From an optimization exercise on the open Yosys and OpenROAD flow, aimed at small area and a short achievable clock period; shortcuts taken in it are not production practice. Function was checked by simulation only, so behaviour that the tests miss may differ from the original. The clock input has no modelled driver; a real chip could not lean on it and would need a root buffer or a full tree. Power figures rest on the tool's default switching activity, not on a simulated workload.

// HW
module HW(clk, rst, din, do0, do1, do2, count, di0, mo);
    input clk;
    input rst;
    input [49:0] din;
    output reg [9:0] do0;
    output reg [9:0] do1;
    output reg [9:0] do2;
    output [6:0] count;
    output [29:0] di0;
    output [89:0] mo;
    reg [3:0] cnt;
    assign count = {3'b000, cnt};
    reg [29:0] x012;      
    reg [19:0] x34;       
    reg [89:0] hist;      
    reg [9:0] d0, d1, d2;
    reg [8:0] e0, e1, e2;
    assign di0 = x012;
    assign mo = hist;
    wire [9:0] x0 = x012[9:0];
    wire [9:0] x1 = x012[19:10];
    wire [9:0] x2 = x012[29:20];
    wire [9:0] x3 = x34[9:0];
    wire [9:0] x4 = x34[19:10];
    always @(posedge clk, posedge rst) begin
        if (rst) begin
            cnt <= 4'd0;
            x012 <= 30'd0;
            x34 <= 20'd0;
            hist <= 90'd0;
            do0 <= 10'd0; do1 <= 10'd0; do2 <= 10'd0;
            d0 <= 10'd0; d1 <= 10'd0; d2 <= 10'd0;
            e0 <= 9'd0; e1 <= 9'd0; e2 <= 9'd0;
        end else begin
            cnt <= (cnt == 4'd10) ? 4'd0 : cnt + 4'd1;
            x012 <= din[29:0];
            x34 <= din[49:30];
            hist <= {hist[59:0], x012};
            do0 <= {x0[7:0], 2'b00} + {x1[7:0], 2'b00} + {x2[7:0], 2'b00} + d0 + {d0[8:0], 1'b0} + {e0, 1'b0};
  ...
Size in the first run: ~230 flip-flops, ~210 I/O pins.
clock: 9.0 ns
lec_check: 0
cap_margin: 20
core_margin: 2
core_utilization: 40
slew_margin: 20
buffer_ports_args: -buffer_cell sky130_fd_sc_hd__buf_1
synth_args: -noabc
setup_slack_margin: 6.0
standard.sh (not shown) runs the stock make flow with config.mk's settings and CLKGATE_MAP_FILE= SYNTH_SCRIPT=/design/flow/synth_recipe.tcl, a recipe that flattens the netlist after the stock synthesis.
==> flow/flow/run.sh <==
#!/bin/bash
# Layout flow: the standard ORFS flow, with extra ORFS settings from flow/extra.mk
# appended to config.mk (smaller port buffers, repair targets). Each tool's output goes
# to a log file in this folder.
set -euo pipefail
here=$(pwd)
cat "$here/flow/extra.mk" >> "$here/config.mk"
bash "$here/standard.sh" > "$here/orfs_make.log" 2>&1
==> flow/flow/extra.mk <==
export BUFFER_PORTS_ARGS = -buffer_cell sky130_fd_sc_hd__buf_1
export SYNTH_ARGS = -noabc
export SETUP_SLACK_MARGIN = 6.0
The baseline completed with no timing, DRC or antenna violations.
Change:
==> flow/flow/extra.mk (replaced) <==
export BUFFER_PORTS_ARGS = -buffer_cell sky130_fd_sc_hd__buf_1
SETUP_SLACK_MARGIN = unset   (was 6.0)
SYNTH_ARGS = unset   (was -noabc)
After rerunning:
- via count is higher by 8.3%
- design area grows by 2.5%
- total power goes down by 4.2%
Change:
==> flow/flow/extra.mk (replaced) <==
export BUFFER_PORTS_ARGS = -buffer_cell sky130_fd_sc_hd__buf_1
export SYNTH_ARGS = -noabc
SYNTH_ARGS = -noabc   (was unset)
The new run passed the timing, DRC and antenna checks.
Non-clock buffer count fell by 1.
Setup slack improves by 120 ps.
Power fell by 2.4%.
Final area fell by 5.2%.
Synthesized area fell by 5.5%.

* * *

## P
HW again, from the RTL that the note above started with.
==> flow/config.mk <==
export PLATFORM = sky130hd
export DESIGN_NAME = HW
export DESIGN_NICKNAME = HW
export VERILOG_FILES = /design/flow/design.v
export SDC_FILE = /design/flow/constraint.sdc
export NUM_CORES = 4
export LEC_CHECK = 0
export CAP_MARGIN = 20
export CORE_MARGIN = 2
export CORE_UTILIZATION = 40
export SLEW_MARGIN = 20
export BUFFER_PORTS_ARGS = -buffer_cell sky130_fd_sc_hd__buf_1
export SYNTH_ARGS = -noabc
export SETUP_SLACK_MARGIN = 6.0
export MYCTS_N = 16
export MYCTS_ROOTS = 4
export MYCTS_CELL = sky130_fd_sc_hd__clkbuf_8
export MYCTS_ROOTCELL = sky130_fd_sc_hd__clkbuf_8
export PRE_CTS_TCL = /design/flow/flow/pre_cts.tcl
==> flow/constraint.sdc <==
create_clock -name core_clock -period 9.0 [get_ports {clk}]
set_input_delay 1.8000 -clock core_clock [delete_from_list [all_inputs] [get_ports {clk}]]
set_output_delay 1.8000 -clock core_clock [all_outputs]
set_load 0.01 [all_outputs]
==> flow/flow/run.sh <==
#!/bin/bash
# Layout flow: the standard ORFS flow, with extra ORFS settings from flow/extra.mk
# appended to config.mk (smaller port buffers, repair targets) and a flat two-level
# clock tree built by flow/mycts.tcl in place of TritonCTS (flow/pre_cts.tcl).
# Each tool's output goes to a log file in this folder.
set -euo pipefail
here=$(pwd)
cat "$here/flow/extra.mk" >> "$here/config.mk"
echo "export PRE_CTS_TCL = $here/flow/pre_cts.tcl" >> "$here/config.mk"
bash "$here/standard.sh" > "$here/orfs_make.log" 2>&1
==> flow/flow/extra.mk <==
export BUFFER_PORTS_ARGS = -buffer_cell sky130_fd_sc_hd__buf_1
export SYNTH_ARGS = -noabc
export SETUP_SLACK_MARGIN = 6.0
export MYCTS_N = 16
export MYCTS_ROOTS = 4
export MYCTS_CELL = sky130_fd_sc_hd__clkbuf_8
export MYCTS_ROOTCELL = sky130_fd_sc_hd__clkbuf_8
==> flow/flow/mycts.tcl <==
# Flat clock tree: the clock port drives NCTS clkbuf cells, each of which drives the clock
# pins of one cluster of flip-flops (k-means on placed locations). Balanced by construction.
set nbuf [expr {[info exists ::env(MYCTS_N)] ? $::env(MYCTS_N) : 4}]
set bufcell [expr {[info exists ::env(MYCTS_CELL)] ? $::env(MYCTS_CELL) : "sky130_fd_sc_hd__clkbuf_16"}]
set block [ord::get_db_block]
set clknet [$block findNet clk]
set sinks {}
foreach it [$clknet getITerms] {
  set inst [$it getInst]
  set bb [$inst getBBox]
  lappend sinks [list [$inst getName] [$it getMTerm] [expr {([$bb xMin] + [$bb xMax]) / 2.0}] [expr {([$bb yMin] + [$bb yMax]) / 2.0}]]
}
set n [llength $sinks]
puts "MYCTS sinks $n buffers $nbuf"
# k-means, seeded by sorting on angle around the centroid
set cx 0; set cy 0
foreach s $sinks { set cx [expr {$cx + [lindex $s 2]}]; set cy [expr {$cy + [lindex $s 3]}] }
set cx [expr {$cx / $n}]; set cy [expr {$cy / $n}]
set ang {}
foreach s $sinks { lappend ang [list [expr {atan2([lindex $s 3] - $cy, [lindex $s 2] - $cx)}] $s] }
set ang [lsort -real -index 0 $ang]
set cent {}
for {set k 0} {$k < $nbuf} {incr k} {
  set s [lindex [lindex $ang [expr {int(($k + 0.5) * $n / $nbuf)}]] 1]
  lappend cent [list [expr {($cx + [lindex $s 2]) / 2.0}] [expr {($cy + [lindex $s 3]) / 2.0}]]
}
set cap [expr {int(ceil(1.0 * $n / $nbuf)) + 2}]
for {set iter 0} {$iter < 30} {incr iter} {
  # balanced assignment: sinks sorted by best-cluster distance, capacity-limited
  set cnt [lrepeat $nbuf 0]
  set assign {}
  set pairs {}
  set i 0
  foreach s $sinks {
    for {set k 0} {$k < $nbuf} {incr k} {
      set c [lindex $cent $k]
      lappend pairs [list [expr {abs([lindex $s 2] - [lindex $c 0]) + abs([lindex $s 3] - [lindex $c 1])}] $i $k]
    }
    incr i
  }
  set pairs [lsort -real -index 0 $pairs]
  array unset asg
  foreach p $pairs {
    lassign $p d i k
    if {[info exists asg($i)]} continue
    if {[lindex $cnt $k] >= $cap} continue
    set asg($i) $k
    lset cnt $k [expr {[lindex $cnt $k] + 1}]
  }
  set newc {}
  for {set k 0} {$k < $nbuf} {incr k} { lappend newc {0 0 0} }
  for {set i 0} {$i < $n} {incr i} {
    set k $asg($i); set s [lindex $sinks $i]
    lassign [lindex $newc $k] a b m
    lset newc $k [list [expr {$a + [lindex $s 2]}] [expr {$b + [lindex $s 3]}] [expr {$m + 1}]]
  }
  set cent {}
  foreach c $newc { lassign $c a b m; lappend cent [list [expr {$a / max($m,1)}] [expr {$b / max($m,1)}]] }
}
for {set k 0} {$k < $nbuf} {incr k} {
  set pins {}
  for {set i 0} {$i < $n} {incr i} {
    if {$asg($i) == $k} {
      set s [lindex $sinks $i]
      lappend pins [get_pins "[lindex $s 0]/[[lindex $s 1] getName]"]
    }
  }
  set c [lindex $cent $k]
  set dbu [$block getDbUnitsPerMicron]
  puts "MYCTS cluster $k: [llength $pins] sinks at [expr {[lindex $c 0] / $dbu}] [expr {[lindex $c 1] / $dbu}]"
  insert_buffer -buffer_cell $bufcell -net clk -load_pins $pins \
    -location [list [expr {[lindex $c 0] / $dbu}] [expr {[lindex $c 1] / $dbu}]] \
    -buffer_name myclkbuf_$k -net_name myclknet_$k
  set s0 [lindex $sinks [lsearch -exact -integer -index 0 [lmap i [lsort -integer [array names asg]] {list $asg($i)}] $k]]
  set lnet [[[$block findInst [lindex $s0 0]] findITerm [[lindex $s0 1] getName]] getNet]
  $lnet setSigType CLOCK
  puts "MYCTS net [$lnet getName] driver of [llength [$lnet getITerms]] pins"
}
# second level: the clock port drives NROOT buffers, each feeding a share of the leaf buffers
set nroot [expr {[info exists ::env(MYCTS_ROOTS)] ? $::env(MYCTS_ROOTS) : 1}]
set rootcell [expr {[info exists ::env(MYCTS_ROOTCELL)] ? $::env(MYCTS_ROOTCELL) : $bufcell}]
if {$nroot > 0} {
  set leaves {}
  foreach it [$clknet getITerms] {
    set inst [$it getInst]
    set bb [$inst getBBox]
    lappend leaves [list [$inst getName] [[$it getMTerm] getName] [expr {([$bb xMin] + [$bb xMax]) / 2.0}] [expr {([$bb yMin] + [$bb yMax]) / 2.0}]]
  }
  # split leaves into nroot groups by angle around their centroid
  set lx 0; set ly 0
  foreach l $leaves { set lx [expr {$lx + [lindex $l 2]}]; set ly [expr {$ly + [lindex $l 3]}] }
  set lx [expr {$lx / [llength $leaves]}]; set ly [expr {$ly / [llength $leaves]}]
  set la {}
  foreach l $leaves { lappend la [list [expr {atan2([lindex $l 3] - $ly, [lindex $l 2] - $lx)}] $l] }
  set la [lsort -real -index 0 $la]
  set nl [llength $la]
  for {set r 0} {$r < $nroot} {incr r} {
    set pins {}; set gx 0; set gy 0; set gm 0
    for {set i [expr {$r * $nl / $nroot}]} {$i < ($r + 1) * $nl / $nroot} {incr i} {
      set l [lindex [lindex $la $i] 1]
      lappend pins [get_pins "[lindex $l 0]/[lindex $l 1]"]
      set gx [expr {$gx + [lindex $l 2]}]; set gy [expr {$gy + [lindex $l 3]}]; incr gm
    }
    set dbu [$block getDbUnitsPerMicron]
    puts "MYCTS root $r: $gm leaf buffers"
    insert_buffer -buffer_cell $rootcell -net clk -load_pins $pins \
      -location [list [expr {$gx / $gm / $dbu}] [expr {$gy / $gm / $dbu}]] \
      -buffer_name myclkroot_$r -net_name myclkrootnet_$r
    set l [lindex [lindex $la [expr {$r * $nl / $nroot}]] 1]
    [[[$block findInst [lindex $l 0]] findITerm [lindex $l 1]] getNet] setSigType CLOCK
  }
}
$clknet setSigType CLOCK
global_connect
set_propagated_clock [all_clocks]
Other scripts of this flow, unchanged in this note and not shown: flow/flow/pre_cts.tcl
diff inputs: P => Q
- a change of SETUP_SLACK_MARGIN from 6.0 to 6.1
- a change of MYCTS_CELL from sky130_fd_sc_hd__clkbuf_8 to sky130_fd_sc_hd__clkbuf_16
- a change of MYCTS_N from 16 to 12
==> flow/flow/extra.mk <==
export BUFFER_PORTS_ARGS = -buffer_cell sky130_fd_sc_hd__buf_1
export SYNTH_ARGS = -noabc
export SETUP_SLACK_MARGIN = 6.1
export MYCTS_N = 12
export MYCTS_ROOTS = 4
export MYCTS_CELL = sky130_fd_sc_hd__clkbuf_16
export MYCTS_ROOTCELL = sky130_fd_sc_hd__clkbuf_8
==> comparison <==
- [Q] core utilization rose 0.97 points relative to P
- Shortest clock period the worst path allows after layout sits higher in Q than in P.
- Between Q and P, it is Q whose cell area power density is higher, by about 3.4%.
- Diff Q and P: met3 usage in global routing lower in Q
- Compare Q and P | design area lower: P
> inputs changed (Q -> R)
- a change of SETUP_SLACK_MARGIN from 6.1 to 6.2
diff --git a/flow/flow/extra.mk b/flow/flow/extra.mk
--- a/flow/flow/extra.mk
+++ b/flow/flow/extra.mk
@@ -2,3 +2,3 @@
 export SYNTH_ARGS = -noabc
-export SETUP_SLACK_MARGIN = 6.1
+export SETUP_SLACK_MARGIN = 6.2
 export MYCTS_N = 12
==> comparison <==
R ended with every stage complete and zero timing, DRC or antenna violations.
Between R and Q, it is R whose routed wire length is higher, by about 3.4%.
Timing startpoint of the critical path: x012[22] -> Q, x012[12] -> R
Going from Q to R, summed area of non-filler cells in the final layout closely matched the old numbers, area of the multi-input gates closely matched the old numbers, routed metal-1 wirelength increased by 0.92% relative to the old numbers, signed area change from the synthesized netlist to the final layout closely matched the old numbers, final instance count without filler cells decreased by 0.47% relative to the old numbers.
Diff R..Q | number of max-slew violations in the final report | unchanged
Relative contribution of the clock network to total power came out higher on R than on Q.
When the final numbers for Q and R were put side by side, the critical path arrival turned out to be smaller in Q.
## Diff of input files: S against R
- a change of SETUP_SLACK_MARGIN from 6.2 to 6.0
- a change of CORE_UTILIZATION from 40 to 75
diff --git a/flow/flow/extra.mk b/flow/flow/extra.mk
--- a/flow/flow/extra.mk
+++ b/flow/flow/extra.mk
@@ -2,3 +2,3 @@
 export SYNTH_ARGS = -noabc
-export SETUP_SLACK_MARGIN = 6.2
+export SETUP_SLACK_MARGIN = 6.0
 export MYCTS_N = 12
## What came out
In summary, S completed successfully, with a layout that passed the timing, DRC and antenna checks. R finished end to end and its layout was clean on timing, DRC and antenna. R → S: quantity of gates resized following cts -17; met2 layer wire length in the routed design +2200 um; cell area -260 um2; critical path depth +1. Slack of the critical path: S worse than R. Between R and S, the flow reports met3 wirelength from detailed routing decreasing by a little under 10%. When S is measured against R, its maximum number of pins on one net before global-route repair turns out 3 higher. Taking R as the reference point, the starting density of the core of S rises by 36 points.
[inputs] T vs S
- CORE_UTILIZATION: 75 -> 40
## What came out
Higher critical path depth among S and T: S
The lower number of tap cells added at floorplan came out of S.
Area of all placed cells without fillers in T is 0.93% higher than in S
In every run of this note, the design's own scripts or RTL, not TritonCTS, make the clock network.

## what the ideal ports hide
Ports are ideal in the flow. The routed layouts listed here were re-timed in OpenROAD. Step 1 (the two cells are an assumption about what drives the block):
set clk [get_ports {clk}]
set_driving_cell -lib_cell sky130_fd_sc_hd__clkbuf_16 $clk
set_driving_cell -lib_cell sky130_fd_sc_hd__buf_2 [delete_from_list [all_inputs] $clk]
Step 2 adds t to the input delays and takes it off the output delays; t is the mean of the earliest and latest rising clock arrival at the registers after step 1. Input paths then give back, and output paths get back, about the clock's delay inside the block. Slacks: no drivers / after step 1 / after step 2; pairs: no drivers / after step 1.
run | shift t [ns] | setup slack, ns | hold WS [ns] | worst setup path at the end
the first run of note 1 | 0.556 | 5.925 / 5.880 / 5.927 | 0.370 / 0.370 / 0.370 | register to register
the second run of note 1 | 0.561 | 5.533 / 5.533 / 5.533 | 0.364 / 0.364 / 0.364 | register to register
the third run of note 1 | 0.546 | 5.653 / 5.653 / 5.601 | 0.371 / 0.371 / 0.371 | input, reset recovery
P | 0.380 | 5.944 / 5.944 / 5.891 | 0.343 / 0.343 / 0.343 | input, reset recovery
Q | 0.386 | 5.931 / 5.931 / 5.931 | 0.368 / 0.368 / 0.368 | register to register
R | 0.389 | 5.893 / 5.893 / 5.893 | 0.366 / 0.366 / 0.366 | register to register
S | 0.374 | 5.851 / 5.852 / 5.852 | 0.377 / 0.377 / 0.377 | register to register
T | 0.381 | 5.965 / 5.965 / 5.880 | 0.371 / 0.371 / 0.371 | input, reset recovery
After both steps setup and hold are still met in every run listed. The setup slack of T, which loses most, moves by 0.000 ns with the drivers and by -0.085 ns with both steps. Setup slack includes reset recovery checks.
